Background: an optimization exercise with open tools, aiming at small area, a short achievable clock period and few clock cycles per item. Do not read the settings as production practice.
Function was not checked in any run shown here: the RTL went through the layout flow alone.
Power and IR drop assume default switching activity.

## flow/design.v (module list and top-level ports; edited modules follow where they fit)
// module fpm: 1107 lines
// module fpm_fa: 4 lines
module fpm(
  input clk,
  input rst,
  input [31:0] number_in,
  input number_a_valid,
  output number_a_ready,
  input number_b_valid,
  output number_b_ready,
  output [31:0] number_out,
  output result_valid
);
  // ...
==> flow/flow/run.sh <==
#!/bin/bash
set -euo pipefail
bash standard.sh SETUP_SLACK_MARGIN=5.5 BUFFER_PORTS_ARGS=-buffer_cell\ sky130_fd_sc_hd__buf_1 CTS_ARGS=-sink_clustering_enable\ -repair_clock_nets\ -dont_use_dummy_load\ -buf_list\ sky130_fd_sc_hd__clkbuf_16\ -sink_clustering_size\ 35\ -sink_clustering_max_diameter\ 80 finish > standard.log 2>&1
==> flow/standard.sh <==
#!/bin/bash
# synth_recipe.tcl (not shown) runs the flow's synth.tcl, then flattens the netlist and writes it again
# the make line also repeats each setting of config.mk as NAME=value (left out here)
make -C /OpenROAD-flow-scripts/flow DESIGN_CONFIG=/design/flow/config.mk WORK_HOME=/design/flow/orfs CLKGATE_MAP_FILE= SYNTH_SCRIPT=/design/flow/synth_recipe.tcl "${@:-finish}"
==> flow/config.mk <==
export PLATFORM = sky130hd
export DESIGN_NAME = fpm
export DESIGN_NICKNAME = fpm
export VERILOG_FILES = /design/flow/design.v
export SDC_FILE = /design/flow/constraint.sdc
export NUM_CORES = 4
export LEC_CHECK = 0
export CAP_MARGIN = 20
export CORE_MARGIN = 2
export CORE_UTILIZATION = 40
export SETUP_SLACK_MARGIN = 5
export SLEW_MARGIN = 20
export SYNTH_HIERARCHICAL = 1
==> flow/constraint.sdc <==
create_clock -name core_clock -period 9.0 [get_ports {clk}]
set_input_delay 1.8000 -clock core_clock [delete_from_list [all_inputs] [get_ports {clk}]]
set_output_delay 1.8000 -clock core_clock [all_outputs]
set_load 0.01 [all_outputs]
==> results.txt, run 1 <==
- Cts repair resizes: 15
- Post-synthesis simple-gate area fraction: between 15 and 20%
- Status: no timing/DRC/antenna violations
- P_clk: 0.000794 W
- Well Taps: 615
- Seq/Total Area, Yosys: a little under a third
- Synth Area in Compound Gates: roughly 7%
- Nets: 2364
- Yosys top cell area share: 30.3%
- Final WL: 51.7 mm
- Biggest registers after layout: tcn (36), tsn (36)
- Sw Ratio: 46.2%
- Pin count of the biggest net entering global routing: 65
- CTS tree: yes
- Comb. pwr: 0.00691 W
- Crit path DAT: 6.61 ns
- First-pass GRT wire length: roughly 81 mm
- HPWL Detailed: 36.0 mm
- Initial antenna violation count: 0
- CP dominant cell by count: ha_4
- Ranking of synthesized cells by area: fa_1 (30%), dfxtp_1 (18%), edfxtp_1 (12%)
- GR Overflow Total: 0
- Hold Crit Class: register to register
- Seq area share: between 20% and 30%
- Cell accounting for the most synthesized area: fa_1
- Number of synthesized flops with an enable pin: 80
- Hold-fix buffers at CTS: 0
- Post-CTS Setup Bufs: 70
- Die span in y: between 200 and 250 um
- Initial Utilization: 40.6%
- Max Cap Viol: 0
- Placed Cells: about 2400
- Multi-input logic area: 0.0134 sq mm
- # clk buffers: 20
==> module fpm, before the edit <==
module fpm(
  input clk,
  input rst,
  input [31:0] number_in,
  input number_a_valid,
  output number_a_ready,
  input number_b_valid,
  output number_b_ready,
  output [31:0] number_out,
  output result_valid
);
  reg phase;             
  reg nrm_a, nrm_b;      
  reg vx, vy, vz, vw;    
  reg slow;              
  reg rv;
  reg ar_q, br_q;        
  reg [31:0] ra, rb;
  reg        hb;         
  reg [4:0]  k;          
  reg [12:0] mm;         
  reg [36:0] tsn, tcn;   
  reg        c13, stlo;  
  reg [9:0]  s1_e;       
  reg        s1_s, s1_nan, s1_inf, s1_zero, s1_slow;
  reg [25:0] sig;        
  reg [9:0]  e;          
  reg        le0;        
  reg        s2_s, s2_nan, s2_inf, s2_zero;
  reg [31:0] out;
  wire [7:0] ea = ra[30:23];
  wire [7:0] eb = rb[30:23];
  wire ha = |ea;
  wire hb_e = |eb;
  wire [23:0] ma = {ha, ra[22:0]};
  wire [23:0] mb = {hb, rb[22:0]};
  wire fa0 = ~|ra[22:0];
  wire fb0 = ~|rb[22:0];
  wire a_zero = ~ha & fa0;
  wire b_zero = ~hb_e & fb0;
  wire a_max = &ea;
  wire b_max = &eb;
  wire a_nan = a_max & ~fa0;
  wire b_nan = b_max & ~fb0;
  wire a_inf = a_max & fa0;
  wire b_inf = b_max & fb0;
  wire [7:0] ein = number_in[30:23];
  wire in_f0 = ~|number_in[22:0];
  wire in_sub = ~|ein & ~in_f0;
  wire in_spec = (~|ein & in_f0) | &ein;
  wire a_sub = ~ha & ~fa0;
  wire a_spec = a_zero | a_max;
  wire go_a = a_sub & ~in_sub & ~in_spec;
  wire go_b = in_sub & ~a_sub & ~a_spec;
  wire normalising = nrm_a | nrm_b;
  wire vx_next;
  wire a_fire = number_a_valid & ar_q;
  wire b_fire = number_b_valid & br_q;
  assign number_a_ready = ar_q;
  assign number_b_ready = br_q;
  assign result_valid = rv;
  assign number_out = out;
  assign vx_next = rst & ((b_fire & ~go_a & ~go_b) | (nrm_a & ra[22]) | (nrm_b & rb[22]));
  wire [23:0] acc_s = ~tsn[36:13] & {24{~vx}};
  wire [23:0] acc_c = ~tcn[36:13] & {24{~vx}};
  wire [36:0] tree_sn, tree_cn;
  wire t1 = ~(mb[0] & mm[0]);
  wire t2 = ~(acc_s[0]);
  wire t3 = ~(acc_c[0]);
  wire t4 = ~(mb[1] & mm[0]);
  wire t5 = ~(mb[0] & mm[1]);
  wire t6 = ~(acc_s[1]);
  wire t7 = ~(acc_c[1]);
  wire t8 = ~(mb[2] & mm[0]);
  wire t9 = ~(mb[1] & mm[1]);
  wire t10 = ~(mb[0] & mm[2]);
  wire t11 = ~(acc_s[2]);
  wire t12 = ~(acc_c[2]);
  wire t13 = ~(mb[3] & mm[0]);
  wire t14 = ~(mb[2] & mm[1]);
  wire t15 = ~(mb[1] & mm[2]);
  wire t16 = ~(mb[0] & mm[3]);
  wire t17 = ~(acc_s[3]);
  wire t18 = ~(acc_c[3]);
  wire t19 = ~(mb[4] & mm[0]);
  wire t20 = ~(mb[3] & mm[1]);
  wire t21 = ~(mb[2] & mm[2]);
  wire t22 = ~(mb[1] & mm[3]);
  wire t23 = ~(mb[0] & mm[4]);
  wire t24 = ~(acc_s[4]);
  wire t25 = ~(acc_c[4]);
  wire t26 = ~(mb[5] & mm[0]);
  wire t27 = ~(mb[4] & mm[1]);
  wire t28 = ~(mb[3] & mm[2]);
  wire t29 = ~(mb[2] & mm[3]);
  wire t30 = ~(mb[1] & mm[4]);
  wire t31 = ~(mb[0] & mm[5]);
  wire t32 = ~(acc_s[5]);
  wire t33 = ~(acc_c[5]);
  wire t34 = ~(mb[6] & mm[0]);
  wire t35 = ~(mb[5] & mm[1]);
  wire t36 = ~(mb[4] & mm[2]);
  wire t37 = ~(mb[3] & mm[3]);
  wire t38 = ~(mb[2] & mm[4]);
  wire t39 = ~(mb[1] & mm[5]);
  wire t40 = ~(mb[0] & mm[6]);
  wire t41 = ~(acc_s[6]);
  wire t42 = ~(acc_c[6]);
  wire t43 = ~(mb[7] & mm[0]);
  wire t44 = ~(mb[6] & mm[1]);
  wire t45 = ~(mb[5] & mm[2]);
  wire t46 = ~(mb[4] & mm[3]);
  wire t47 = ~(mb[3] & mm[4]);
  wire t48 = ~(mb[2] & mm[5]);
  wire t49 = ~(mb[1] & mm[6]);
  wire t50 = ~(mb[0] & mm[7]);
  wire t51 = ~(acc_s[7]);
  wire t52 = ~(acc_c[7]);
  wire t53 = ~(mb[8] & mm[0]);
  wire t54 = ~(mb[7] & mm[1]);
  wire t55 = ~(mb[6] & mm[2]);
  wire t56 = ~(mb[5] & mm[3]);
  wire t57 = ~(mb[4] & mm[4]);
  wire t58 = ~(mb[3] & mm[5]);
  wire t59 = ~(mb[2] & mm[6]);
  wire t60 = ~(mb[1] & mm[7]);
  wire t61 = ~(mb[0] & mm[8]);
  wire t62 = ~(acc_s[8]);
  wire t63 = ~(acc_c[8]);
  wire t64 = ~(mb[9] & mm[0]);
  wire t65 = ~(mb[8] & mm[1]);
  wire t66 = ~(mb[7] & mm[2]);
  wire t67 = ~(mb[6] & mm[3]);
  wire t68 = ~(mb[5] & mm[4]);
  wire t69 = ~(mb[4] & mm[5]);
  wire t70 = ~(mb[3] & mm[6]);
  wire t71 = ~(mb[2] & mm[7]);
  wire t72 = ~(mb[1] & mm[8]);
  wire t73 = ~(mb[0] & mm[9]);
  wire t74 = ~(acc_s[9]);
  wire t75 = ~(acc_c[9]);
  wire t76 = ~(mb[10] & mm[0]);
  wire t77 = ~(mb[9] & mm[1]);
  wire t78 = ~(mb[8] & mm[2]);
  wire t79 = ~(mb[7] & mm[3]);
  wire t80 = ~(mb[6] & mm[4]);
  wire t81 = ~(mb[5] & mm[5]);
  wire t82 = ~(mb[4] & mm[6]);
  wire t83 = ~(mb[3] & mm[7]);
  wire t84 = ~(mb[2] & mm[8]);
  wire t85 = ~(mb[1] & mm[9]);
  wire t86 = ~(mb[0] & mm[10]);
  wire t87 = ~(acc_s[10]);
  wire t88 = ~(acc_c[10]);
  wire t89 = ~((mb[0] & mm[11]) | (acc_s[11]));
  wire t90 = ~(mb[11] & mm[0]);
  wire t91 = ~(mb[10] & mm[1]);
  wire t92 = ~(mb[9] & mm[2]);
  wire t93 = ~(mb[8] & mm[3]);
  wire t94 = ~(mb[7] & mm[4]);
  wire t95 = ~(mb[6] & mm[5]);
  wire t96 = ~(mb[5] & mm[6]);
  wire t97 = ~(mb[4] & mm[7]);
  wire t98 = ~(mb[3] & mm[8]);
  wire t99 = ~(mb[2] & mm[9]);
  wire t100 = ~(mb[1] & mm[10]);
  wire t101 = ~(acc_c[11]);
  wire t102 = ~((mb[1] & mm[11]) | (acc_s[12]));
  wire t103 = ~((mb[0] & mm[12]) | (acc_c[12]));
  wire t104 = ~(mb[12] & mm[0]);
  wire t105 = ~(mb[11] & mm[1]);
  wire t106 = ~(mb[10] & mm[2]);
  wire t107 = ~(mb[9] & mm[3]);
  wire t108 = ~(mb[8] & mm[4]);
  wire t109 = ~(mb[7] & mm[5]);
  wire t110 = ~(mb[6] & mm[6]);
  wire t111 = ~(mb[5] & mm[7]);
  wire t112 = ~(mb[4] & mm[8]);
  wire t113 = ~(mb[3] & mm[9]);
  wire t114 = ~(mb[2] & mm[10]);
  wire t115 = ~((mb[2] & mm[11]) | (acc_s[13]));
  wire t116 = ~((mb[1] & mm[12]) | (acc_c[13]));
  wire t117 = ~(mb[13] & mm[0]);
  wire t118 = ~(mb[12] & mm[1]);
  wire t119 = ~(mb[11] & mm[2]);
  wire t120 = ~(mb[10] & mm[3]);
  wire t121 = ~(mb[9] & mm[4]);
  wire t122 = ~(mb[8] & mm[5]);
  wire t123 = ~(mb[7] & mm[6]);
  wire t124 = ~(mb[6] & mm[7]);
  wire t125 = ~(mb[5] & mm[8]);
  wire t126 = ~(mb[4] & mm[9]);
  wire t127 = ~(mb[3] & mm[10]);
  wire t128 = ~((mb[3] & mm[11]) | (acc_s[14]));
  wire t129 = ~((mb[2] & mm[12]) | (acc_c[14]));
  wire t130 = ~(mb[14] & mm[0]);
  wire t131 = ~(mb[13] & mm[1]);
  wire t132 = ~(mb[12] & mm[2]);
  wire t133 = ~(mb[11] & mm[3]);
  wire t134 = ~(mb[10] & mm[4]);
  wire t135 = ~(mb[9] & mm[5]);
  wire t136 = ~(mb[8] & mm[6]);
  wire t137 = ~(mb[7] & mm[7]);
  wire t138 = ~(mb[6] & mm[8]);
  wire t139 = ~(mb[5] & mm[9]);
  wire t140 = ~(mb[4] & mm[10]);
  wire t141 = ~((mb[4] & mm[11]) | (acc_s[15]));
  wire t142 = ~((mb[3] & mm[12]) | (acc_c[15]));
  wire t143 = ~(mb[15] & mm[0]);
  wire t144 = ~(mb[14] & mm[1]);
  wire t145 = ~(mb[13] & mm[2]);
  wire t146 = ~(mb[12] & mm[3]);
  wire t147 = ~(mb[11] & mm[4]);
  wire t148 = ~(mb[10] & mm[5]);
  wire t149 = ~(mb[9] & mm[6]);
  wire t150 = ~(mb[8] & mm[7]);
  wire t151 = ~(mb[7] & mm[8]);
  wire t152 = ~(mb[6] & mm[9]);
  wire t153 = ~(mb[5] & mm[10]);
  wire t154 = ~((mb[5] & mm[11]) | (acc_s[16]));
  wire t155 = ~((mb[4] & mm[12]) | (acc_c[16]));
  wire t156 = ~(mb[16] & mm[0]);
  wire t157 = ~(mb[15] & mm[1]);
  wire t158 = ~(mb[14] & mm[2]);
  wire t159 = ~(mb[13] & mm[3]);
  wire t160 = ~(mb[12] & mm[4]);
  wire t161 = ~(mb[11] & mm[5]);
  wire t162 = ~(mb[10] & mm[6]);
  wire t163 = ~(mb[9] & mm[7]);
  wire t164 = ~(mb[8] & mm[8]);
  wire t165 = ~(mb[7] & mm[9]);
  wire t166 = ~(mb[6] & mm[10]);
  wire t167 = ~((mb[6] & mm[11]) | (acc_s[17]));
  wire t168 = ~((mb[5] & mm[12]) | (acc_c[17]));
  wire t169 = ~(mb[17] & mm[0]);
  wire t170 = ~(mb[16] & mm[1]);
  wire t171 = ~(mb[15] & mm[2]);
  wire t172 = ~(mb[14] & mm[3]);
  wire t173 = ~(mb[13] & mm[4]);
  wire t174 = ~(mb[12] & mm[5]);
  wire t175 = ~(mb[11] & mm[6]);
  wire t176 = ~(mb[10] & mm[7]);
  wire t177 = ~(mb[9] & mm[8]);
  wire t178 = ~(mb[8] & mm[9]);
  wire t179 = ~(mb[7] & mm[10]);
  wire t180 = ~((mb[7] & mm[11]) | (acc_s[18]));
  wire t181 = ~((mb[6] & mm[12]) | (acc_c[18]));
  wire t182 = ~(mb[18] & mm[0]);
  wire t183 = ~(mb[17] & mm[1]);
  wire t184 = ~(mb[16] & mm[2]);
  wire t185 = ~(mb[15] & mm[3]);
  wire t186 = ~(mb[14] & mm[4]);
  wire t187 = ~(mb[13] & mm[5]);
  wire t188 = ~(mb[12] & mm[6]);
  wire t189 = ~(mb[11] & mm[7]);
  wire t190 = ~(mb[10] & mm[8]);
  wire t191 = ~(mb[9] & mm[9]);
  wire t192 = ~(mb[8] & mm[10]);
  wire t193 = ~((mb[8] & mm[11]) | (acc_s[19]));
  wire t194 = ~((mb[7] & mm[12]) | (acc_c[19]));
  wire t195 = ~(mb[19] & mm[0]);
  wire t196 = ~(mb[18] & mm[1]);
  wire t197 = ~(mb[17] & mm[2]);
  wire t198 = ~(mb[16] & mm[3]);
  wire t199 = ~(mb[15] & mm[4]);
  wire t200 = ~(mb[14] & mm[5]);
  wire t201 = ~(mb[13] & mm[6]);
  wire t202 = ~(mb[12] & mm[7]);
  wire t203 = ~(mb[11] & mm[8]);
  wire t204 = ~(mb[10] & mm[9]);
  wire t205 = ~(mb[9] & mm[10]);
  wire t206 = ~((mb[9] & mm[11]) | (acc_s[20]));
  wire t207 = ~((mb[8] & mm[12]) | (acc_c[20]));
  wire t208 = ~(mb[20] & mm[0]);
  wire t209 = ~(mb[19] & mm[1]);
  wire t210 = ~(mb[18] & mm[2]);
  wire t211 = ~(mb[17] & mm[3]);
  wire t212 = ~(mb[16] & mm[4]);
  wire t213 = ~(mb[15] & mm[5]);
  wire t214 = ~(mb[14] & mm[6]);
  wire t215 = ~(mb[13] & mm[7]);
  wire t216 = ~(mb[12] & mm[8]);
  wire t217 = ~(mb[11] & mm[9]);
  wire t218 = ~(mb[10] & mm[10]);
  wire t219 = ~((mb[10] & mm[11]) | (acc_s[21]));
  wire t220 = ~((mb[9] & mm[12]) | (acc_c[21]));
  wire t221 = ~(mb[21] & mm[0]);
  wire t222 = ~(mb[20] & mm[1]);
  wire t223 = ~(mb[19] & mm[2]);
  wire t224 = ~(mb[18] & mm[3]);
  wire t225 = ~(mb[17] & mm[4]);
  wire t226 = ~(mb[16] & mm[5]);
  wire t227 = ~(mb[15] & mm[6]);
  wire t228 = ~(mb[14] & mm[7]);
  wire t229 = ~(mb[13] & mm[8]);
  wire t230 = ~(mb[12] & mm[9]);
  wire t231 = ~(mb[11] & mm[10]);
  wire t232 = ~((mb[11] & mm[11]) | (acc_s[22]));
  wire t233 = ~((mb[10] & mm[12]) | (acc_c[22]));
  wire t234 = ~(mb[22] & mm[0]);
  wire t235 = ~(mb[21] & mm[1]);
  wire t236 = ~(mb[20] & mm[2]);
  wire t237 = ~(mb[19] & mm[3]);
  wire t238 = ~(mb[18] & mm[4]);
  wire t239 = ~(mb[17] & mm[5]);
  wire t240 = ~(mb[16] & mm[6]);
  wire t241 = ~(mb[15] & mm[7]);
  wire t242 = ~(mb[14] & mm[8]);
  wire t243 = ~(mb[13] & mm[9]);
  wire t244 = ~(mb[12] & mm[10]);
  wire t245 = ~((mb[12] & mm[11]) | (acc_s[23]));
  wire t246 = ~((mb[11] & mm[12]) | (acc_c[23]));
  wire t247 = ~(mb[23] & mm[0]);
  wire t248 = ~(mb[22] & mm[1]);
  wire t249 = ~(mb[21] & mm[2]);
  wire t250 = ~(mb[20] & mm[3]);
  wire t251 = ~(mb[19] & mm[4]);
  wire t252 = ~(mb[18] & mm[5]);
  wire t253 = ~(mb[17] & mm[6]);
  wire t254 = ~(mb[16] & mm[7]);
  wire t255 = ~(mb[15] & mm[8]);
  wire t256 = ~(mb[14] & mm[9]);
  wire t257 = ~(mb[13] & mm[10]);
  wire t258 = ~(mb[23] & mm[1]);
  wire t259 = ~(mb[22] & mm[2]);
  wire t260 = ~(mb[21] & mm[3]);
  wire t261 = ~(mb[20] & mm[4]);
  wire t262 = ~(mb[19] & mm[5]);
  wire t263 = ~(mb[18] & mm[6]);
  wire t264 = ~(mb[17] & mm[7]);
  wire t265 = ~(mb[16] & mm[8]);
  wire t266 = ~(mb[15] & mm[9]);
  wire t267 = ~(mb[14] & mm[10]);
  wire t268 = ~(mb[13] & mm[11]);
  wire t269 = ~(mb[12] & mm[12]);
  wire t270 = ~(mb[23] & mm[2]);
  wire t271 = ~(mb[22] & mm[3]);
  wire t272 = ~(mb[21] & mm[4]);
  wire t273 = ~(mb[20] & mm[5]);
  wire t274 = ~(mb[19] & mm[6]);
  wire t275 = ~(mb[18] & mm[7]);
  wire t276 = ~(mb[17] & mm[8]);
  wire t277 = ~(mb[16] & mm[9]);
  wire t278 = ~(mb[15] & mm[10]);
  wire t279 = ~(mb[14] & mm[11]);
  wire t280 = ~(mb[13] & mm[12]);
  wire t281 = ~(mb[23] & mm[3]);
  wire t282 = ~(mb[22] & mm[4]);
  wire t283 = ~(mb[21] & mm[5]);
  wire t284 = ~(mb[20] & mm[6]);
  wire t285 = ~(mb[19] & mm[7]);
  wire t286 = ~(mb[18] & mm[8]);
  wire t287 = ~(mb[17] & mm[9]);
  wire t288 = ~(mb[16] & mm[10]);
  wire t289 = ~(mb[15] & mm[11]);
  wire t290 = ~(mb[14] & mm[12]);
  wire t291 = ~(mb[23] & mm[4]);
  wire t292 = ~(mb[22] & mm[5]);
  wire t293 = ~(mb[21] & mm[6]);
  wire t294 = ~(mb[20] & mm[7]);
  wire t295 = ~(mb[19] & mm[8]);
  wire t296 = ~(mb[18] & mm[9]);
  wire t297 = ~(mb[17] & mm[10]);
  wire t298 = ~(mb[16] & mm[11]);
  wire t299 = ~(mb[15] & mm[12]);
  wire t300 = ~(mb[23] & mm[5]);
  wire t301 = ~(mb[22] & mm[6]);
  wire t302 = ~(mb[21] & mm[7]);
  wire t303 = ~(mb[20] & mm[8]);
  wire t304 = ~(mb[19] & mm[9]);
  wire t305 = ~(mb[18] & mm[10]);
  wire t306 = ~(mb[17] & mm[11]);
  wire t307 = ~(mb[16] & mm[12]);
  wire t308 = ~(mb[23] & mm[6]);
  wire t309 = ~(mb[22] & mm[7]);
  wire t310 = ~(mb[21] & mm[8]);
  wire t311 = ~(mb[20] & mm[9]);
  wire t312 = ~(mb[19] & mm[10]);
  wire t313 = ~(mb[18] & mm[11]);
  wire t314 = ~(mb[17] & mm[12]);
  wire t315 = ~(mb[23] & mm[7]);
  wire t316 = ~(mb[22] & mm[8]);
  wire t317 = ~(mb[21] & mm[9]);
  wire t318 = ~(mb[20] & mm[10]);
  wire t319 = ~(mb[19] & mm[11]);
  wire t320 = ~(mb[18] & mm[12]);
  wire t321 = ~(mb[23] & mm[8]);
  wire t322 = ~(mb[22] & mm[9]);
  wire t323 = ~(mb[21] & mm[10]);
  wire t324 = ~(mb[20] & mm[11]);
  wire t325 = ~(mb[19] & mm[12]);
  wire t326 = ~(mb[23] & mm[9]);
  wire t327 = ~(mb[22] & mm[10]);
  wire t328 = ~(mb[21] & mm[11]);
  wire t329 = ~(mb[20] & mm[12]);
  wire t330 = ~(mb[23] & mm[10]);
  wire t331 = ~(mb[22] & mm[11]);
  wire t332 = ~(mb[21] & mm[12]);
  wire t333 = ~(mb[23] & mm[11]);
  wire t334 = ~(mb[22] & mm[12]);
  wire t335 = ~(mb[23] & mm[12]);
  wire t336, t337;
  fpm_fa u_t336 (.a(t43), .b(t44), .c(1'b1), .s(t336), .co(t337));
  wire t338, t339;
  fpm_fa u_t338 (.a(t53), .b(t54), .c(t55), .s(t338), .co(t339));
  wire t340, t341;
  fpm_fa u_t340 (.a(t56), .b(t57), .c(1'b1), .s(t340), .co(t341));
  wire t342, t343;
  fpm_fa u_t342 (.a(t64), .b(t65), .c(t66), .s(t342), .co(t343));
  wire t344, t345;
  fpm_fa u_t344 (.a(t67), .b(t68), .c(t69), .s(t344), .co(t345));
  wire t346, t347;
  fpm_fa u_t346 (.a(t70), .b(t71), .c(1'b1), .s(t346), .co(t347));
  wire t348, t349;
  fpm_fa u_t348 (.a(t76), .b(t77), .c(t78), .s(t348), .co(t349));
  wire t350, t351;
  fpm_fa u_t350 (.a(t79), .b(t80), .c(t81), .s(t350), .co(t351));
  wire t352, t353;
  fpm_fa u_t352 (.a(t82), .b(t83), .c(t84), .s(t352), .co(t353));
  wire t354, t355;
  fpm_fa u_t354 (.a(t85), .b(t86), .c(1'b1), .s(t354), .co(t355));
  wire t356, t357;
  fpm_fa u_t356 (.a(t89), .b(t90), .c(t91), .s(t356), .co(t357));
  wire t358, t359;
  fpm_fa u_t358 (.a(t92), .b(t93), .c(t94), .s(t358), .co(t359));
  wire t360, t361;
  fpm_fa u_t360 (.a(t95), .b(t96), .c(t97), .s(t360), .co(t361));
  wire t362, t363;
  fpm_fa u_t362 (.a(t98), .b(t99), .c(t100), .s(t362), .co(t363));
  wire t364, t365;
  fpm_fa u_t364 (.a(t102), .b(t103), .c(t104), .s(t364), .co(t365));
  wire t366, t367;
  fpm_fa u_t366 (.a(t105), .b(t106), .c(t107), .s(t366), .co(t367));
  wire t368, t369;
  fpm_fa u_t368 (.a(t108), .b(t109), .c(t110), .s(t368), .co(t369));
  wire t370, t371;
  fpm_fa u_t370 (.a(t111), .b(t112), .c(t113), .s(t370), .co(t371));
  wire t372, t373;
  fpm_fa u_t372 (.a(t115), .b(t116), .c(t117), .s(t372), .co(t373));
  wire t374, t375;
  fpm_fa u_t374 (.a(t118), .b(t119), .c(t120), .s(t374), .co(t375));
  wire t376, t377;
  fpm_fa u_t376 (.a(t121), .b(t122), .c(t123), .s(t376), .co(t377));
  wire t378, t379;
  fpm_fa u_t378 (.a(t124), .b(t125), .c(t126), .s(t378), .co(t379));
  wire t380, t381;
  fpm_fa u_t380 (.a(t128), .b(t129), .c(t130), .s(t380), .co(t381));
  wire t382, t383;
  fpm_fa u_t382 (.a(t131), .b(t132), .c(t133), .s(t382), .co(t383));
  wire t384, t385;
  fpm_fa u_t384 (.a(t134), .b(t135), .c(t136), .s(t384), .co(t385));
  wire t386, t387;
  fpm_fa u_t386 (.a(t137), .b(t138), .c(t139), .s(t386), .co(t387));
  wire t388, t389;
  fpm_fa u_t388 (.a(t141), .b(t142), .c(t143), .s(t388), .co(t389));
  wire t390, t391;
  fpm_fa u_t390 (.a(t144), .b(t145), .c(t146), .s(t390), .co(t391));
  wire t392, t393;
  fpm_fa u_t392 (.a(t147), .b(t148), .c(t149), .s(t392), .co(t393));
  wire t394, t395;
  fpm_fa u_t394 (.a(t150), .b(t151), .c(t152), .s(t394), .co(t395));
  wire t396, t397;
  fpm_fa u_t396 (.a(t154), .b(t155), .c(t156), .s(t396), .co(t397));
  wire t398, t399;
  fpm_fa u_t398 (.a(t157), .b(t158), .c(t159), .s(t398), .co(t399));
  wire t400, t401;
  fpm_fa u_t400 (.a(t160), .b(t161), .c(t162), .s(t400), .co(t401));
  wire t402, t403;
  fpm_fa u_t402 (.a(t163), .b(t164), .c(t165), .s(t402), .co(t403));
  wire t404, t405;
  fpm_fa u_t404 (.a(t167), .b(t168), .c(t169), .s(t404), .co(t405));
  wire t406, t407;
  fpm_fa u_t406 (.a(t170), .b(t171), .c(t172), .s(t406), .co(t407));
  wire t408, t409;
  fpm_fa u_t408 (.a(t173), .b(t174), .c(t175), .s(t408), .co(t409));
  wire t410, t411;
  fpm_fa u_t410 (.a(t176), .b(t177), .c(t178), .s(t410), .co(t411));
  wire t412, t413;
  fpm_fa u_t412 (.a(t180), .b(t181), .c(t182), .s(t412), .co(t413));
  wire t414, t415;
  fpm_fa u_t414 (.a(t183), .b(t184), .c(t185), .s(t414), .co(t415));
  wire t416, t417;
  fpm_fa u_t416 (.a(t186), .b(t187), .c(t188), .s(t416), .co(t417));
  wire t418, t419;
  fpm_fa u_t418 (.a(t189), .b(t190), .c(t191), .s(t418), .co(t419));
  wire t420, t421;
  fpm_fa u_t420 (.a(t193), .b(t194), .c(t195), .s(t420), .co(t421));
  wire t422, t423;
  fpm_fa u_t422 (.a(t196), .b(t197), .c(t198), .s(t422), .co(t423));
  wire t424, t425;
  fpm_fa u_t424 (.a(t199), .b(t200), .c(t201), .s(t424), .co(t425));
  wire t426, t427;
  fpm_fa u_t426 (.a(t202), .b(t203), .c(t204), .s(t426), .co(t427));
  wire t428, t429;
  fpm_fa u_t428 (.a(t206), .b(t207), .c(t208), .s(t428), .co(t429));
  wire t430, t431;
  fpm_fa u_t430 (.a(t209), .b(t210), .c(t211), .s(t430), .co(t431));
  wire t432, t433;
  fpm_fa u_t432 (.a(t212), .b(t213), .c(t214), .s(t432), .co(t433));
  wire t434, t435;
  fpm_fa u_t434 (.a(t215), .b(t216), .c(t217), .s(t434), .co(t435));
  wire t436, t437;
  fpm_fa u_t436 (.a(t219), .b(t220), .c(t221), .s(t436), .co(t437));
  wire t438, t439;
  fpm_fa u_t438 (.a(t222), .b(t223), .c(t224), .s(t438), .co(t439));
  wire t440, t441;
  fpm_fa u_t440 (.a(t225), .b(t226), .c(t227), .s(t440), .co(t441));
  wire t442, t443;
  fpm_fa u_t442 (.a(t228), .b(t229), .c(t230), .s(t442), .co(t443));
  wire t444, t445;
  fpm_fa u_t444 (.a(t232), .b(t233), .c(t234), .s(t444), .co(t445));
  wire t446, t447;
  fpm_fa u_t446 (.a(t235), .b(t236), .c(t237), .s(t446), .co(t447));
  wire t448, t449;
  fpm_fa u_t448 (.a(t238), .b(t239), .c(t240), .s(t448), .co(t449));
  wire t450, t451;
  fpm_fa u_t450 (.a(t241), .b(t242), .c(t243), .s(t450), .co(t451));
  wire t452, t453;
  fpm_fa u_t452 (.a(t245), .b(t246), .c(t247), .s(t452), .co(t453));
  wire t454, t455;
  fpm_fa u_t454 (.a(t248), .b(t249), .c(t250), .s(t454), .co(t455));
  wire t456, t457;
  fpm_fa u_t456 (.a(t251), .b(t252), .c(t253), .s(t456), .co(t457));
  wire t458, t459;
  fpm_fa u_t458 (.a(t254), .b(t255), .c(t256), .s(t458), .co(t459));
  wire t460, t461;
  fpm_fa u_t460 (.a(t258), .b(t259), .c(t260), .s(t460), .co(t461));
  wire t462, t463;
  fpm_fa u_t462 (.a(t261), .b(t262), .c(t263), .s(t462), .co(t463));
  wire t464, t465;
  fpm_fa u_t464 (.a(t264), .b(t265), .c(t266), .s(t464), .co(t465));
  wire t466, t467;
  fpm_fa u_t466 (.a(t267), .b(t268), .c(1'b1), .s(t466), .co(t467));
  wire t468, t469;
  fpm_fa u_t468 (.a(t270), .b(t271), .c(t272), .s(t468), .co(t469));
  wire t470, t471;
  fpm_fa u_t470 (.a(t273), .b(t274), .c(t275), .s(t470), .co(t471));
  wire t472, t473;
  fpm_fa u_t472 (.a(t276), .b(t277), .c(t278), .s(t472), .co(t473));
  wire t474, t475;
  fpm_fa u_t474 (.a(t281), .b(t282), .c(t283), .s(t474), .co(t475));
  wire t476, t477;
  fpm_fa u_t476 (.a(t284), .b(t285), .c(t286), .s(t476), .co(t477));
  wire t478, t479;
  fpm_fa u_t478 (.a(t291), .b(t292), .c(t293), .s(t478), .co(t479));
  wire t480, t481;
  fpm_fa u_t480 (.a(t19), .b(t20), .c(1'b1), .s(t480), .co(t481));
  wire t482, t483;
  fpm_fa u_t482 (.a(t26), .b(t27), .c(t28), .s(t482), .co(t483));
  wire t484, t485;
  fpm_fa u_t484 (.a(t29), .b(t30), .c(1'b1), .s(t484), .co(t485));
  wire t486, t487;
  fpm_fa u_t486 (.a(t34), .b(t35), .c(t36), .s(t486), .co(t487));
  wire t488, t489;
  fpm_fa u_t488 (.a(t37), .b(t38), .c(t39), .s(t488), .co(t489));
  wire t490, t491;
  fpm_fa u_t490 (.a(t40), .b(t41), .c(1'b1), .s(t490), .co(t491));
  wire t492, t493;
  fpm_fa u_t492 (.a(t336), .b(t45), .c(t46), .s(t492), .co(t493));
  wire t494, t495;
  fpm_fa u_t494 (.a(t47), .b(t48), .c(t49), .s(t494), .co(t495));
  wire t496, t497;
  fpm_fa u_t496 (.a(t50), .b(t51), .c(t52), .s(t496), .co(t497));
  wire t498, t499;
  fpm_fa u_t498 (.a(t337), .b(t338), .c(t340), .s(t498), .co(t499));
  wire t500, t501;
  fpm_fa u_t500 (.a(t58), .b(t59), .c(t60), .s(t500), .co(t501));
  wire t502, t503;
  fpm_fa u_t502 (.a(t61), .b(t62), .c(t63), .s(t502), .co(t503));
  wire t504, t505;
  fpm_fa u_t504 (.a(t339), .b(t341), .c(t342), .s(t504), .co(t505));
  wire t506, t507;
  fpm_fa u_t506 (.a(t344), .b(t346), .c(t72), .s(t506), .co(t507));
  wire t508, t509;
  fpm_fa u_t508 (.a(t73), .b(t74), .c(t75), .s(t508), .co(t509));
  wire t510, t511;
  fpm_fa u_t510 (.a(t343), .b(t345), .c(t347), .s(t510), .co(t511));
  wire t512, t513;
  fpm_fa u_t512 (.a(t348), .b(t350), .c(t352), .s(t512), .co(t513));
  wire t514, t515;
  fpm_fa u_t514 (.a(t354), .b(t87), .c(t88), .s(t514), .co(t515));
  wire t516, t517;
  fpm_fa u_t516 (.a(t349), .b(t351), .c(t353), .s(t516), .co(t517));
  wire t518, t519;
  fpm_fa u_t518 (.a(t355), .b(t356), .c(t358), .s(t518), .co(t519));
  wire t520, t521;
  fpm_fa u_t520 (.a(t360), .b(t362), .c(t101), .s(t520), .co(t521));
  wire t522, t523;
  fpm_fa u_t522 (.a(t357), .b(t359), .c(t361), .s(t522), .co(t523));
  wire t524, t525;
  fpm_fa u_t524 (.a(t363), .b(t364), .c(t366), .s(t524), .co(t525));
  wire t526, t527;
  fpm_fa u_t526 (.a(t368), .b(t370), .c(t114), .s(t526), .co(t527));
  wire t528, t529;
  fpm_fa u_t528 (.a(t365), .b(t367), .c(t369), .s(t528), .co(t529));
  wire t530, t531;
  fpm_fa u_t530 (.a(t371), .b(t372), .c(t374), .s(t530), .co(t531));
  wire t532, t533;
  fpm_fa u_t532 (.a(t376), .b(t378), .c(t127), .s(t532), .co(t533));
  wire t534, t535;
  fpm_fa u_t534 (.a(t373), .b(t375), .c(t377), .s(t534), .co(t535));
  wire t536, t537;
  fpm_fa u_t536 (.a(t379), .b(t380), .c(t382), .s(t536), .co(t537));
  wire t538, t539;
  fpm_fa u_t538 (.a(t384), .b(t386), .c(t140), .s(t538), .co(t539));
  wire t540, t541;
  fpm_fa u_t540 (.a(t381), .b(t383), .c(t385), .s(t540), .co(t541));
  wire t542, t543;
  fpm_fa u_t542 (.a(t387), .b(t388), .c(t390), .s(t542), .co(t543));
  wire t544, t545;
  fpm_fa u_t544 (.a(t392), .b(t394), .c(t153), .s(t544), .co(t545));
  wire t546, t547;
  fpm_fa u_t546 (.a(t389), .b(t391), .c(t393), .s(t546), .co(t547));
  wire t548, t549;
  fpm_fa u_t548 (.a(t395), .b(t396), .c(t398), .s(t548), .co(t549));
  wire t550, t551;
  fpm_fa u_t550 (.a(t400), .b(t402), .c(t166), .s(t550), .co(t551));
  wire t552, t553;
  fpm_fa u_t552 (.a(t397), .b(t399), .c(t401), .s(t552), .co(t553));
  wire t554, t555;
  fpm_fa u_t554 (.a(t403), .b(t404), .c(t406), .s(t554), .co(t555));
  wire t556, t557;
  fpm_fa u_t556 (.a(t408), .b(t410), .c(t179), .s(t556), .co(t557));
  wire t558, t559;
  fpm_fa u_t558 (.a(t405), .b(t407), .c(t409), .s(t558), .co(t559));
  wire t560, t561;
  fpm_fa u_t560 (.a(t411), .b(t412), .c(t414), .s(t560), .co(t561));
  wire t562, t563;
  fpm_fa u_t562 (.a(t416), .b(t418), .c(t192), .s(t562), .co(t563));
  wire t564, t565;
  fpm_fa u_t564 (.a(t413), .b(t415), .c(t417), .s(t564), .co(t565));
  wire t566, t567;
  fpm_fa u_t566 (.a(t419), .b(t420), .c(t422), .s(t566), .co(t567));
  wire t568, t569;
  fpm_fa u_t568 (.a(t424), .b(t426), .c(t205), .s(t568), .co(t569));
  wire t570, t571;
  fpm_fa u_t570 (.a(t421), .b(t423), .c(t425), .s(t570), .co(t571));
  wire t572, t573;
  fpm_fa u_t572 (.a(t427), .b(t428), .c(t430), .s(t572), .co(t573));
  wire t574, t575;
  fpm_fa u_t574 (.a(t432), .b(t434), .c(t218), .s(t574), .co(t575));
  wire t576, t577;
  fpm_fa u_t576 (.a(t429), .b(t431), .c(t433), .s(t576), .co(t577));
  wire t578, t579;
  fpm_fa u_t578 (.a(t435), .b(t436), .c(t438), .s(t578), .co(t579));
  wire t580, t581;
  fpm_fa u_t580 (.a(t440), .b(t442), .c(t231), .s(t580), .co(t581));
  wire t582, t583;
  fpm_fa u_t582 (.a(t437), .b(t439), .c(t441), .s(t582), .co(t583));
  wire t584, t585;
  fpm_fa u_t584 (.a(t443), .b(t444), .c(t446), .s(t584), .co(t585));
  wire t586, t587;
  fpm_fa u_t586 (.a(t448), .b(t450), .c(t244), .s(t586), .co(t587));
  wire t588, t589;
  fpm_fa u_t588 (.a(t445), .b(t447), .c(t449), .s(t588), .co(t589));
  wire t590, t591;
  fpm_fa u_t590 (.a(t451), .b(t452), .c(t454), .s(t590), .co(t591));
  wire t592, t593;
  fpm_fa u_t592 (.a(t456), .b(t458), .c(t257), .s(t592), .co(t593));
  wire t594, t595;
  fpm_fa u_t594 (.a(t453), .b(t455), .c(t457), .s(t594), .co(t595));
  wire t596, t597;
  fpm_fa u_t596 (.a(t459), .b(t460), .c(t462), .s(t596), .co(t597));
  wire t598, t599;
  fpm_fa u_t598 (.a(t464), .b(t466), .c(t269), .s(t598), .co(t599));
  wire t600, t601;
  fpm_fa u_t600 (.a(t461), .b(t463), .c(t465), .s(t600), .co(t601));
  wire t602, t603;
  fpm_fa u_t602 (.a(t467), .b(t468), .c(t470), .s(t602), .co(t603));
  wire t604, t605;
  fpm_fa u_t604 (.a(t472), .b(t279), .c(t280), .s(t604), .co(t605));
  wire t606, t607;
  fpm_fa u_t606 (.a(t469), .b(t471), .c(t473), .s(t606), .co(t607));
  wire t608, t609;
  fpm_fa u_t608 (.a(t474), .b(t476), .c(t287), .s(t608), .co(t609));
  wire t610, t611;
  fpm_fa u_t610 (.a(t288), .b(t289), .c(t290), .s(t610), .co(t611));
  wire t612, t613;
  fpm_fa u_t612 (.a(t475), .b(t477), .c(t478), .s(t612), .co(t613));
  wire t614, t615;
  fpm_fa u_t614 (.a(t294), .b(t295), .c(t296), .s(t614), .co(t615));
  wire t616, t617;
  fpm_fa u_t616 (.a(t297), .b(t298), .c(t299), .s(t616), .co(t617));
  wire t618, t619;
  fpm_fa u_t618 (.a(t479), .b(t300), .c(t301), .s(t618), .co(t619));
  wire t620, t621;
  fpm_fa u_t620 (.a(t302), .b(t303), .c(t304), .s(t620), .co(t621));
  wire t622, t623;
  fpm_fa u_t622 (.a(t305), .b(t306), .c(t307), .s(t622), .co(t623));
  wire t624, t625;
  fpm_fa u_t624 (.a(t308), .b(t309), .c(t310), .s(t624), .co(t625));
  wire t626, t627;
  fpm_fa u_t626 (.a(t311), .b(t312), .c(t313), .s(t626), .co(t627));
  wire t628, t629;
  fpm_fa u_t628 (.a(t315), .b(t316), .c(t317), .s(t628), .co(t629));
  wire t630, t631;
  fpm_fa u_t630 (.a(t8), .b(t9), .c(1'b1), .s(t630), .co(t631));
  wire t632, t633;
  fpm_fa u_t632 (.a(t13), .b(t14), .c(t15), .s(t632), .co(t633));
  wire t634, t635;
  fpm_fa u_t634 (.a(t16), .b(t17), .c(1'b1), .s(t634), .co(t635));
  wire t636, t637;
  fpm_fa u_t636 (.a(t480), .b(t21), .c(t22), .s(t636), .co(t637));
  wire t638, t639;
  fpm_fa u_t638 (.a(t23), .b(t24), .c(t25), .s(t638), .co(t639));
  wire t640, t641;
  fpm_fa u_t640 (.a(t481), .b(t482), .c(t484), .s(t640), .co(t641));
  wire t642, t643;
  fpm_fa u_t642 (.a(t31), .b(t32), .c(t33), .s(t642), .co(t643));
  wire t644, t645;
  fpm_fa u_t644 (.a(t483), .b(t485), .c(t486), .s(t644), .co(t645));
  wire t646, t647;
  fpm_fa u_t646 (.a(t488), .b(t490), .c(t42), .s(t646), .co(t647));
  wire t648, t649;
  fpm_fa u_t648 (.a(t487), .b(t489), .c(t491), .s(t648), .co(t649));
  wire t650, t651;
  fpm_fa u_t650 (.a(t492), .b(t494), .c(t496), .s(t650), .co(t651));
  wire t652, t653;
  fpm_fa u_t652 (.a(t493), .b(t495), .c(t497), .s(t652), .co(t653));
  wire t654, t655;
  fpm_fa u_t654 (.a(t498), .b(t500), .c(t502), .s(t654), .co(t655));
  wire t656, t657;
  fpm_fa u_t656 (.a(t499), .b(t501), .c(t503), .s(t656), .co(t657));
  wire t658, t659;
  fpm_fa u_t658 (.a(t504), .b(t506), .c(t508), .s(t658), .co(t659));
  wire t660, t661;
  fpm_fa u_t660 (.a(t505), .b(t507), .c(t509), .s(t660), .co(t661));
  wire t662, t663;
  fpm_fa u_t662 (.a(t510), .b(t512), .c(t514), .s(t662), .co(t663));
  wire t664, t665;
  fpm_fa u_t664 (.a(t511), .b(t513), .c(t515), .s(t664), .co(t665));
  wire t666, t667;
  fpm_fa u_t666 (.a(t516), .b(t518), .c(t520), .s(t666), .co(t667));
  wire t668, t669;
  fpm_fa u_t668 (.a(t517), .b(t519), .c(t521), .s(t668), .co(t669));
  wire t670, t671;
  fpm_fa u_t670 (.a(t522), .b(t524), .c(t526), .s(t670), .co(t671));
  wire t672, t673;
  fpm_fa u_t672 (.a(t523), .b(t525), .c(t527), .s(t672), .co(t673));
  wire t674, t675;
  fpm_fa u_t674 (.a(t528), .b(t530), .c(t532), .s(t674), .co(t675));
  wire t676, t677;
  fpm_fa u_t676 (.a(t529), .b(t531), .c(t533), .s(t676), .co(t677));
  wire t678, t679;
  fpm_fa u_t678 (.a(t534), .b(t536), .c(t538), .s(t678), .co(t679));
  wire t680, t681;
  fpm_fa u_t680 (.a(t535), .b(t537), .c(t539), .s(t680), .co(t681));
  wire t682, t683;
  fpm_fa u_t682 (.a(t540), .b(t542), .c(t544), .s(t682), .co(t683));
  wire t684, t685;
  fpm_fa u_t684 (.a(t541), .b(t543), .c(t545), .s(t684), .co(t685));
  wire t686, t687;
  fpm_fa u_t686 (.a(t546), .b(t548), .c(t550), .s(t686), .co(t687));
  wire t688, t689;
  fpm_fa u_t688 (.a(t547), .b(t549), .c(t551), .s(t688), .co(t689));
  wire t690, t691;
  fpm_fa u_t690 (.a(t552), .b(t554), .c(t556), .s(t690), .co(t691));
  wire t692, t693;
  fpm_fa u_t692 (.a(t553), .b(t555), .c(t557), .s(t692), .co(t693));
  wire t694, t695;
  fpm_fa u_t694 (.a(t558), .b(t560), .c(t562), .s(t694), .co(t695));
  wire t696, t697;
  fpm_fa u_t696 (.a(t559), .b(t561), .c(t563), .s(t696), .co(t697));
  wire t698, t699;
  fpm_fa u_t698 (.a(t564), .b(t566), .c(t568), .s(t698), .co(t699));
  wire t700, t701;
  fpm_fa u_t700 (.a(t565), .b(t567), .c(t569), .s(t700), .co(t701));
  wire t702, t703;
  fpm_fa u_t702 (.a(t570), .b(t572), .c(t574), .s(t702), .co(t703));
  wire t704, t705;
  fpm_fa u_t704 (.a(t571), .b(t573), .c(t575), .s(t704), .co(t705));
  wire t706, t707;
  fpm_fa u_t706 (.a(t576), .b(t578), .c(t580), .s(t706), .co(t707));
  wire t708, t709;
  fpm_fa u_t708 (.a(t577), .b(t579), .c(t581), .s(t708), .co(t709));
  wire t710, t711;
  fpm_fa u_t710 (.a(t582), .b(t584), .c(t586), .s(t710), .co(t711));
  wire t712, t713;
  fpm_fa u_t712 (.a(t583), .b(t585), .c(t587), .s(t712), .co(t713));
  wire t714, t715;
  fpm_fa u_t714 (.a(t588), .b(t590), .c(t592), .s(t714), .co(t715));
  wire t716, t717;
  fpm_fa u_t716 (.a(t589), .b(t591), .c(t593), .s(t716), .co(t717));
  wire t718, t719;
  fpm_fa u_t718 (.a(t594), .b(t596), .c(t598), .s(t718), .co(t719));
  wire t720, t721;
  fpm_fa u_t720 (.a(t595), .b(t597), .c(t599), .s(t720), .co(t721));
  wire t722, t723;
  fpm_fa u_t722 (.a(t600), .b(t602), .c(t604), .s(t722), .co(t723));
  wire t724, t725;
  fpm_fa u_t724 (.a(t601), .b(t603), .c(t605), .s(t724), .co(t725));
  wire t726, t727;
  fpm_fa u_t726 (.a(t606), .b(t608), .c(t610), .s(t726), .co(t727));
  wire t728, t729;
  fpm_fa u_t728 (.a(t607), .b(t609), .c(t611), .s(t728), .co(t729));
  wire t730, t731;
  fpm_fa u_t730 (.a(t612), .b(t614), .c(t616), .s(t730), .co(t731));
  wire t732, t733;
  fpm_fa u_t732 (.a(t613), .b(t615), .c(t617), .s(t732), .co(t733));
  wire t734, t735;
  fpm_fa u_t734 (.a(t618), .b(t620), .c(t622), .s(t734), .co(t735));
  wire t736, t737;
  fpm_fa u_t736 (.a(t619), .b(t621), .c(t623), .s(t736), .co(t737));
  wire t738, t739;
  fpm_fa u_t738 (.a(t624), .b(t626), .c(t314), .s(t738), .co(t739));
  wire t740, t741;
  fpm_fa u_t740 (.a(t625), .b(t627), .c(t628), .s(t740), .co(t741));
  wire t742, t743;
  fpm_fa u_t742 (.a(t318), .b(t319), .c(t320), .s(t742), .co(t743));
  wire t744, t745;
  fpm_fa u_t744 (.a(t629), .b(t321), .c(t322), .s(t744), .co(t745));
  wire t746, t747;
  fpm_fa u_t746 (.a(t323), .b(t324), .c(t325), .s(t746), .co(t747));
  wire t748, t749;
  fpm_fa u_t748 (.a(t326), .b(t327), .c(t328), .s(t748), .co(t749));
  wire t750, t751;
  fpm_fa u_t750 (.a(t4), .b(t5), .c(1'b1), .s(t750), .co(t751));
  wire t752, t753;
  fpm_fa u_t752 (.a(t630), .b(t10), .c(t11), .s(t752), .co(t753));
  wire t754, t755;
  fpm_fa u_t754 (.a(t631), .b(t632), .c(t634), .s(t754), .co(t755));
  wire t756, t757;
  fpm_fa u_t756 (.a(t633), .b(t635), .c(t636), .s(t756), .co(t757));
  wire t758, t759;
  fpm_fa u_t758 (.a(t637), .b(t639), .c(t640), .s(t758), .co(t759));
  wire t760, t761;
  fpm_fa u_t760 (.a(t641), .b(t643), .c(t644), .s(t760), .co(t761));
  wire t762, t763;
  fpm_fa u_t762 (.a(t645), .b(t647), .c(t648), .s(t762), .co(t763));
  wire t764, t765;
  fpm_fa u_t764 (.a(t649), .b(t651), .c(t652), .s(t764), .co(t765));
  wire t766, t767;
  fpm_fa u_t766 (.a(t653), .b(t655), .c(t656), .s(t766), .co(t767));
  wire t768, t769;
  fpm_fa u_t768 (.a(t657), .b(t659), .c(t660), .s(t768), .co(t769));
  wire t770, t771;
  fpm_fa u_t770 (.a(t661), .b(t663), .c(t664), .s(t770), .co(t771));
  wire t772, t773;
  fpm_fa u_t772 (.a(t665), .b(t667), .c(t668), .s(t772), .co(t773));
  wire t774, t775;
  fpm_fa u_t774 (.a(t669), .b(t671), .c(t672), .s(t774), .co(t775));
  wire t776, t777;
  fpm_fa u_t776 (.a(t673), .b(t675), .c(t676), .s(t776), .co(t777));
  wire t778, t779;
  fpm_fa u_t778 (.a(t677), .b(t679), .c(t680), .s(t778), .co(t779));
  wire t780, t781;
  fpm_fa u_t780 (.a(t681), .b(t683), .c(t684), .s(t780), .co(t781));
  wire t782, t783;
  fpm_fa u_t782 (.a(t685), .b(t687), .c(t688), .s(t782), .co(t783));
  wire t784, t785;
  fpm_fa u_t784 (.a(t689), .b(t691), .c(t692), .s(t784), .co(t785));
  wire t786, t787;
  fpm_fa u_t786 (.a(t693), .b(t695), .c(t696), .s(t786), .co(t787));
  wire t788, t789;
  fpm_fa u_t788 (.a(t697), .b(t699), .c(t700), .s(t788), .co(t789));
  wire t790, t791;
  fpm_fa u_t790 (.a(t701), .b(t703), .c(t704), .s(t790), .co(t791));
  wire t792, t793;
  fpm_fa u_t792 (.a(t705), .b(t707), .c(t708), .s(t792), .co(t793));
  wire t794, t795;
  fpm_fa u_t794 (.a(t709), .b(t711), .c(t712), .s(t794), .co(t795));
  wire t796, t797;
  fpm_fa u_t796 (.a(t713), .b(t715), .c(t716), .s(t796), .co(t797));
  wire t798, t799;
  fpm_fa u_t798 (.a(t717), .b(t719), .c(t720), .s(t798), .co(t799));
  wire t800, t801;
  fpm_fa u_t800 (.a(t721), .b(t723), .c(t724), .s(t800), .co(t801));
  wire t802, t803;
  fpm_fa u_t802 (.a(t725), .b(t727), .c(t728), .s(t802), .co(t803));
  wire t804, t805;
  fpm_fa u_t804 (.a(t729), .b(t731), .c(t732), .s(t804), .co(t805));
  wire t806, t807;
  fpm_fa u_t806 (.a(t733), .b(t735), .c(t736), .s(t806), .co(t807));
  wire t808, t809;
  fpm_fa u_t808 (.a(t737), .b(t739), .c(t740), .s(t808), .co(t809));
  wire t810, t811;
  fpm_fa u_t810 (.a(t741), .b(t743), .c(t744), .s(t810), .co(t811));
  wire t812, t813;
  fpm_fa u_t812 (.a(t745), .b(t747), .c(t748), .s(t812), .co(t813));
  wire t814, t815;
  fpm_fa u_t814 (.a(t749), .b(t330), .c(t331), .s(t814), .co(t815));
  wire t816, t817;
  fpm_fa u_t816 (.a(t1), .b(t2), .c(1'b1), .s(t816), .co(t817));
  wire t818, t819;
  fpm_fa u_t818 (.a(t750), .b(t6), .c(t7), .s(t818), .co(t819));
  wire t820, t821;
  fpm_fa u_t820 (.a(t751), .b(t752), .c(t12), .s(t820), .co(t821));
  wire t822, t823;
  fpm_fa u_t822 (.a(t753), .b(t754), .c(t18), .s(t822), .co(t823));
  wire t824, t825;
  fpm_fa u_t824 (.a(t755), .b(t756), .c(t638), .s(t824), .co(t825));
  wire t826, t827;
  fpm_fa u_t826 (.a(t757), .b(t758), .c(t642), .s(t826), .co(t827));
  wire t828, t829;
  fpm_fa u_t828 (.a(t759), .b(t760), .c(t646), .s(t828), .co(t829));
  wire t830, t831;
  fpm_fa u_t830 (.a(t761), .b(t762), .c(t650), .s(t830), .co(t831));
  wire t832, t833;
  fpm_fa u_t832 (.a(t763), .b(t764), .c(t654), .s(t832), .co(t833));
  wire t834, t835;
  fpm_fa u_t834 (.a(t765), .b(t766), .c(t658), .s(t834), .co(t835));
  wire t836, t837;
  fpm_fa u_t836 (.a(t767), .b(t768), .c(t662), .s(t836), .co(t837));
  wire t838, t839;
  fpm_fa u_t838 (.a(t769), .b(t770), .c(t666), .s(t838), .co(t839));
  wire t840, t841;
  fpm_fa u_t840 (.a(t771), .b(t772), .c(t670), .s(t840), .co(t841));
  wire t842, t843;
  fpm_fa u_t842 (.a(t773), .b(t774), .c(t674), .s(t842), .co(t843));
  wire t844, t845;
  fpm_fa u_t844 (.a(t775), .b(t776), .c(t678), .s(t844), .co(t845));
  wire t846, t847;
  fpm_fa u_t846 (.a(t777), .b(t778), .c(t682), .s(t846), .co(t847));
  wire t848, t849;
  fpm_fa u_t848 (.a(t779), .b(t780), .c(t686), .s(t848), .co(t849));
  wire t850, t851;
  fpm_fa u_t850 (.a(t781), .b(t782), .c(t690), .s(t850), .co(t851));
  wire t852, t853;
  fpm_fa u_t852 (.a(t783), .b(t784), .c(t694), .s(t852), .co(t853));
  wire t854, t855;
  fpm_fa u_t854 (.a(t785), .b(t786), .c(t698), .s(t854), .co(t855));
  wire t856, t857;
  fpm_fa u_t856 (.a(t787), .b(t788), .c(t702), .s(t856), .co(t857));
  wire t858, t859;
  fpm_fa u_t858 (.a(t789), .b(t790), .c(t706), .s(t858), .co(t859));
  wire t860, t861;
  fpm_fa u_t860 (.a(t791), .b(t792), .c(t710), .s(t860), .co(t861));
  wire t862, t863;
  fpm_fa u_t862 (.a(t793), .b(t794), .c(t714), .s(t862), .co(t863));
  wire t864, t865;
  fpm_fa u_t864 (.a(t795), .b(t796), .c(t718), .s(t864), .co(t865));
  wire t866, t867;
  fpm_fa u_t866 (.a(t797), .b(t798), .c(t722), .s(t866), .co(t867));
  wire t868, t869;
  fpm_fa u_t868 (.a(t799), .b(t800), .c(t726), .s(t868), .co(t869));
  wire t870, t871;
  fpm_fa u_t870 (.a(t801), .b(t802), .c(t730), .s(t870), .co(t871));
  wire t872, t873;
  fpm_fa u_t872 (.a(t803), .b(t804), .c(t734), .s(t872), .co(t873));
  wire t874, t875;
  fpm_fa u_t874 (.a(t805), .b(t806), .c(t738), .s(t874), .co(t875));
  wire t876, t877;
  fpm_fa u_t876 (.a(t807), .b(t808), .c(t742), .s(t876), .co(t877));
  wire t878, t879;
  fpm_fa u_t878 (.a(t809), .b(t810), .c(t746), .s(t878), .co(t879));
  wire t880, t881;
  fpm_fa u_t880 (.a(t811), .b(t812), .c(t329), .s(t880), .co(t881));
  wire t882, t883;
  fpm_fa u_t882 (.a(t813), .b(t814), .c(t332), .s(t882), .co(t883));
  wire t884, t885;
  fpm_fa u_t884 (.a(t815), .b(t333), .c(t334), .s(t884), .co(t885));
  assign tree_sn = {1'b1, t885, t883, t881, t879, t877, t875, t873, t871, t869, t867, t865, t863, t861, t859, t857, t855, t853, t851, t849, t847, t845, t843, t841, t839, t837, t835, t833, t831, t829, t827, t825, t823, t821, t819, t817, t816};
  assign tree_cn = {1'b1, t335, t884, t882, t880, t878, t876, t874, t872, t870, t868, t866, t864, t862, t860, t858, t856, t854, t852, t850, t848, t846, t844, t842, t840, t838, t836, t834, t832, t830, t828, t826, t824, t822, t820, t818, t3};
  wire [9:0] ex = {2'b00, ea | {7'd0, ~ha}} + {2'b00, eb | {7'd0, ~hb_e}} - 10'd126 - {5'd0, k};
  wire x_nan = a_nan | b_nan | (a_inf & b_zero) | (b_inf & a_zero);
  wire x_inf = (a_inf | b_inf) & ~x_nan;
  wire x_zero = (a_zero | b_zero) & ~x_nan & ~x_inf;
  wire [12:0] lo_a = ~tsn[12:0];
  wire [12:0] lo_b = ~tcn[12:0];
  wire [12:0] lo_p = lo_a ^ lo_b;
  wire [12:0] lo_g = lo_a & lo_b;
  wire [12:0] lo_k = lo_a | lo_b;
  wire [13:0] lo_c;
  assign lo_c[0] = 1'b0;
  genvar gl;
  generate
    for (gl = 0; gl < 13; gl = gl + 1) begin : g_lo
      assign lo_c[gl+1] = lo_g[gl] | (lo_p[gl] & lo_c[gl]);
    end
  endgenerate
  wire lo_nz = |(lo_p ^ {lo_k[11:0], 1'b0});
  wire [34:0] phn = tsn[34:0] + tcn[34:0] + {34'd0, ~c13};
  wire [34:0] ph = ~phn;   
  wire        p47 = ph[34];
  wire [25:0] sig_z = p47 ? {ph[34:10], stlo | |ph[9:0]} : {ph[33:9], stlo | |ph[8:0]};
  wire [10:0] em1_b;
  wire [9:0]  s1_em1;
  assign em1_b[0] = 1'b1;
  generate
    for (gl = 0; gl < 10; gl = gl + 1) begin : g_em1
      assign s1_em1[gl] = s1_e[gl] ^ em1_b[gl];
      assign em1_b[gl+1] = em1_b[gl] & ~s1_e[gl];
    end
  endgenerate
  wire [9:0]  e_z = p47 ? s1_e : s1_em1;
  wire        le0_z = s1_e[9] | (~|s1_e[8:1] & (~s1_e[0] | ~p47));
  wire busy = vw & ~s2_nan & ~s2_inf & ~s2_zero & le0;
  wire [22:0] mant = sig[24:2];
  wire        inc  = sig[1] & (sig[0] | mant[0]);
  wire [9:0]  fe   = e & {10{sig[25]}};
  wire [32:0] rnd_x = {fe, mant};
  wire [33:0] rnd_c;
  wire [32:0] rnd;
  assign rnd_c[0] = inc;
  generate
    for (gl = 0; gl < 33; gl = gl + 1) begin : g_rnd
      assign rnd[gl] = rnd_x[gl] ^ rnd_c[gl];
      assign rnd_c[gl+1] = rnd_c[gl] & rnd_x[gl];
    end
  endgenerate
  wire        ovf  = rnd[32] | rnd[31] | &rnd[30:23];
  wire [31:0] res_w = s2_nan  ? {s2_s, 31'h7fc00000} :
                      s2_zero ? {s2_s, 31'd0} :
                      (s2_inf | ovf) ? {s2_s, 8'hff, 23'd0} :
                      {s2_s, rnd[30:0]};
  wire [10:0] einc_c;
  wire [9:0]  e_inc;
  assign einc_c[0] = 1'b1;
  generate
    for (gl = 0; gl < 10; gl = gl + 1) begin : g_einc
      assign e_inc[gl] = e[gl] ^ einc_c[gl];
      assign einc_c[gl+1] = einc_c[gl] & e[gl];
    end
  endgenerate
  wire phase_n = a_fire | (phase & ~b_fire);
  wire nrm_a_n = b_fire ? go_a : (nrm_a & ~ra[22]);
  wire nrm_b_n = b_fire ? go_b : (nrm_b & ~rb[22]);
  wire [7:0] ea1 = ea | {7'd0, ~ha};
  wire [7:0] eb1 = eb | {7'd0, ~hb_e};
  wire [7:0] es_c;
  assign es_c[0] = 1'b0;
  generate
    for (gl = 0; gl < 7; gl = gl + 1) begin : g_es
      assign es_c[gl+1] = (ea1[gl] & eb1[gl]) | ((ea1[gl] | eb1[gl]) & es_c[gl]);
    end
  endgenerate
  wire slow_set = vx & ((k != 5'd0) | (~ea1[7] & ~eb1[7] & ~es_c[7]));
  wire slow_n = slow_set | (slow & ~(vw & ~busy & ~vx & ~vy & ~vz & ~normalising));
  always @(posedge clk) begin
    if (ar_q)
      ra <= number_in;
    else if (nrm_a) begin
      ra[22:0] <= {ra[21:0], 1'b0};
      if (ra[22]) ra[30:23] <= 8'd1;
    end
    if (phase)
      rb <= number_in;
    else if (nrm_b) begin
      rb[22:0] <= {rb[21:0], 1'b0};
      if (rb[22]) rb[30:23] <= 8'd1;
    end
    if (phase)
      hb <= |ein;
    else if (nrm_b & rb[22])
      hb <= 1'b1;
    if (phase)
      k <= 5'd0;
    else if (normalising)
      k <= {k[4] ^ &k[3:0], k[3] ^ &k[2:0], k[2] ^ &k[1:0], k[1] ^ k[0], ~k[0]};
    if (vx) begin
      s1_e <= ex;
      s1_s <= (ra[31] ^ rb[31]) & ~(a_nan | b_nan);
      s1_nan <= x_nan;
      s1_inf <= x_inf;
      s1_zero <= x_zero;
    end
    tsn <= tree_sn;
    tcn <= tree_cn;
    c13 <= lo_c[13];
    stlo <= lo_nz;
    if (vx)
      mm <= {2'b00, ma[23:13]};
    else if (nrm_a)
      mm <= {ra[11:0], 1'b0};
    else
      mm <= ra[12:0];
    if (!busy) begin
      sig <= sig_z;
      e <= e_z;
      le0 <= le0_z;
      s2_s <= s1_s;
    end else begin
      sig <= {1'b0, sig[25:2], sig[1] | sig[0]};
      e <= e_inc;
      le0 <= e[9];
    end
    s2_nan <= s1_nan & ~busy;
    s2_inf <= s1_inf & ~busy;
    s2_zero <= s1_zero & ~busy;
    out <= res_w;
    if (rst == 0) begin
      phase <= 1'b0;
      nrm_a <= 1'b0;
      nrm_b <= 1'b0;
      vx <= 1'b0;
      vy <= 1'b0;
      vz <= 1'b0;
      vw <= 1'b0;
      slow <= 1'b0;
      rv <= 1'b0;
      ar_q <= 1'b1;      
      br_q <= 1'b0;
    end else begin
      phase <= phase_n;
      nrm_a <= nrm_a_n;
      nrm_b <= nrm_b_n;
      vx <= vx_next;
      vy <= vx;
      vz <= vy;
      vw <= vz | busy;
      rv <= vw & ~busy;
      slow <= slow_n;
      ar_q <= ~phase_n & ~nrm_a_n & ~nrm_b_n;
      br_q <= phase_n & ~slow_n;
    end
  end
endmodule
==> run 2, diff against run 1 <==
--- a/flow/design.v
+++ b/flow/design.v
@@ -972,3 +972,14 @@
   wire lo_nz = |(lo_p ^ {lo_k[11:0], 1'b0});
-  wire [34:0] phn = tsn[34:0] + tcn[34:0] + {34'd0, ~c13};
+  wire [34:0] ph_p = tsn[34:0] ^ tcn[34:0];
+  wire [34:0] ph_g = tsn[34:0] & tcn[34:0];
+  wire [35:0] ph_c;
+  wire [34:0] phn;
+  assign ph_c[0] = ~c13;
+  genvar gp;
+  generate
+    for (gp = 0; gp < 35; gp = gp + 1) begin : g_ph
+      assign phn[gp] = ph_p[gp] ^ ph_c[gp];
+      assign ph_c[gp+1] = ph_g[gp] | (ph_p[gp] & ph_c[gp]);
+    end
+  endgenerate
   wire [34:0] ph = ~phn;   
==> results.txt, run 2 <==
- Setup slack after layout: -4.40 ns
- Synthesized area: 0.0187 sq mm
- Status: failed layout checks
- Max incr delay on CP: 0.38 ns
- Commonest non-fill, non-tap cell in the layout: nand2_1
- Setup crit end kind: register
- RR Endpoint: le0
- Die span in y: 220 um (-1.7%)
- Initial antenna violation count: 0 (unchanged)
- Ranking of synthesized cells by area: fa_1 (34%), dfxtp_1 (19%), edfxtp_1 (13%)
- Biggest registers after layout: tcn (36), tsn (36)
- Post-synthesis mux area share: 4.51%
- Core Box Area: approximately 0.046 sq mm
- CTS tree: yes
- Met2 Track Usage GR: 34.2%
- Worst Reg2Reg Path Length in Cells: 42
- Post-Synthesis Cells: 1686
- Pin count of the biggest net entering global routing: 52 (-20%)
- Leakage: 8.63 nW
- Reg2reg setup slack: -4.40 ns
- CP bufs+invs: 3
- Worst setup endpoint: le0
- Worst path depth: 42
- Port buffer count: 70
- Main combinational cell family by area after synthesis: adder cells
- WP data required: around 9.4 ns
- Clk latency of the worst-skew pair: 0.55 ns
- Yosys top cell area share: 33.6% (+3.3 points)
- Seq/Total Area, Yosys: 31.5% (+1.1 points)
- Hold Crit Class: register to register
- Clk sink count: 255
- Placed Cells: 2325 (-4.0%)
- Slew @ Worst Pin: 0.751 ns
- Synth cell count leaders: nand2_1 (344), fa_1 (315), dfxtp_1 (175)
- Most frequent cells in the layout: nand2_1 (344), fa_1 (275), dfxtp_1 (166)
- CP Class: register to register
- Post-synthesis simple-gate area fraction: 13.6% (-1.5 points)
- Number of synthesized flops with an enable pin: 80 (unchanged)
- Top-count cell post-synth: nand2_1
- GPL Wtd Cong: 0.844
- GR Overflow Total: 0 (unchanged)
- Area delta synth->final: 19.1%
- Nets: 2286 (-3.3%)
- Crit path DAT: 13.77 ns (+7.16 ns)
- Setup Viol. Count Final: 37
- Initial Utilization: 40.4% (-0.13 points)
- Floorplan row count: 79
- Syn_area_per_cell: between 10 and 15 sq um
- Cell Pwr Density: 375 mW/mm^2
- Yosys cell types: a little under 60
- CP dominant cell by count: fa_2
- H-tree Lvls: 1
- Initial DRC count: about 840
- TritonCTS buffer count: 18
- Synth async-reset ratio: 0%
- First-pass GRT wire length: 77.2 mm (-5.3%)
- Cell accounting for the most synthesized area: fa_1
- Fin util: 48.1%
- Crit start category: register
- Final min period: roughly 13 ns
- HPWL Detailed: 34.7 mm (-3.5%)
- Failing Checks: negative setup slack
- Share of cells above drive strength 1: 21.1%
- TritonRoute pass-1 iters: 5
- Final WL: 49.2 mm (-4.9%)
- Setup TNS: -160.65 ns
- Final period util: 149%
- Io pins: 71
- Hold-fix buffers at CTS: 0 (unchanged)
- Synth Area in Compound Gates: 4.83% (-2.2 points)
- Max Cap Viol: 0 (unchanged)
## run 2: power breakdown
| part | switching, W | leakage [nW] | internal [W] |
|---|---|---|---|
| sequential | 0.000284 | 2.25 | 0.00167 |
| combinational | 0.00286 | 6.16 | 0.00280 |
| clock | 0.000392 | 0.222 | 0.000356 |
| total | 0.00354 | 8.63 | 0.00483 |
## run 2: modules after synthesis, one instance, submodules excluded
| module | cells | times used | cell area, sq um |
|---|---|---|---|
| fpm_fa | 1 | 275 | 20.0 |
| fpm | 1411 | 1 | 13200 |
## run 2: repair_timing
item,4_1_cts,5_1_grt
resized for setup,56,78
pin swaps,5,9
buffers inserted,75,18
gates cloned,3,3
endpoints found under the setup margin,118,106
## run 2: cell type report
| class | count | area, sq um |
|---|---|---|
| Fill cell | 4177 | 24000 |
| Multi-Input combinational cell | 1237 | 12900 |
| Tap cell | 607 | 759 |
| Sequential cell | 255 | 5930 |
| Inverter | 118 | 443 |
| Timing Repair Buffer | 208 | 1830 |
| Clock buffer | 18 | 450 |
## run 2: per-layer routing
layer	vias to the layer above	share of wire, %
met5	-	0
li1	5725	-
met3	110	7.8
met4	0	3.5
met2	497	47
met1	6536	42
## run 2: worst min-delay path by stage
stage                    to  start  cells past startpoint
floorplan           out[31]   s2_s                      0
global placement    out[31]   s2_s                      0
detailed placement  out[31]   s2_s                      0
CTS                 out[31]   s2_s                      0
global route        out[31]   s2_s                      0
finish              out[31]   s2_s                      0
## run 2: stage by stage
step / cell area (sq um) / hold slack [ns]
floorplan: 19400 / 0.323
global placement: 20300 / 0.325
detailed placement: 20300 / 0.335
CTS: 21800 / 0.356
global route: 22300 / 0.371
finish: 22300 / 0.353
## run 2: cells by family (layout without fill, tap and decap cells)
logic type,count (synthesis),after routing
other,1,12
buffers and inverters,206,344
and+or+nand+nor,565,566
DFF,255,255
muxes,79,79
xor gates and xnor gates,25,25
AOI/OAI and AO/OA,143,143
adders and majority gates,412,412
## run 2: worst reg2reg max path, delay by kind of cell, from the launching register on
kind	cells	cell delay, ns
adders and majority gates	34	11.93
and+or+nand+nor	1	0.16
buffers and inverters	3	0.37
AOI/OAI and AO/OA	2	0.19
DFF	1	0.33
xor gates and xnor gates	2	0.32

-- what the ideal ports hide --
Ports are ideal in the flow. The routed layouts listed here were re-timed in OpenROAD. Step 1 assumes that a clkbuf_16 drives the clock port and a buf_2 every other input. Step 2 adds t to the input delays and takes it off the output delays; t is the mean of the earliest and latest rising clock arrival at the registers after step 1. Input paths then give back, and output paths get back, about the clock's delay inside the block. Slacks: ideal ports / drivers / drivers and shift; pairs: ideal ports / drivers.
run | shift t [ns] | setup WS [ns] | clock arrival spread, ns
run 1 | 0.567 | 2.871 / 2.871 / 2.871 | 0.067 / 0.066
run 2 | 0.567 | -4.399 / -4.399 / -4.399 | 0.080 / 0.080
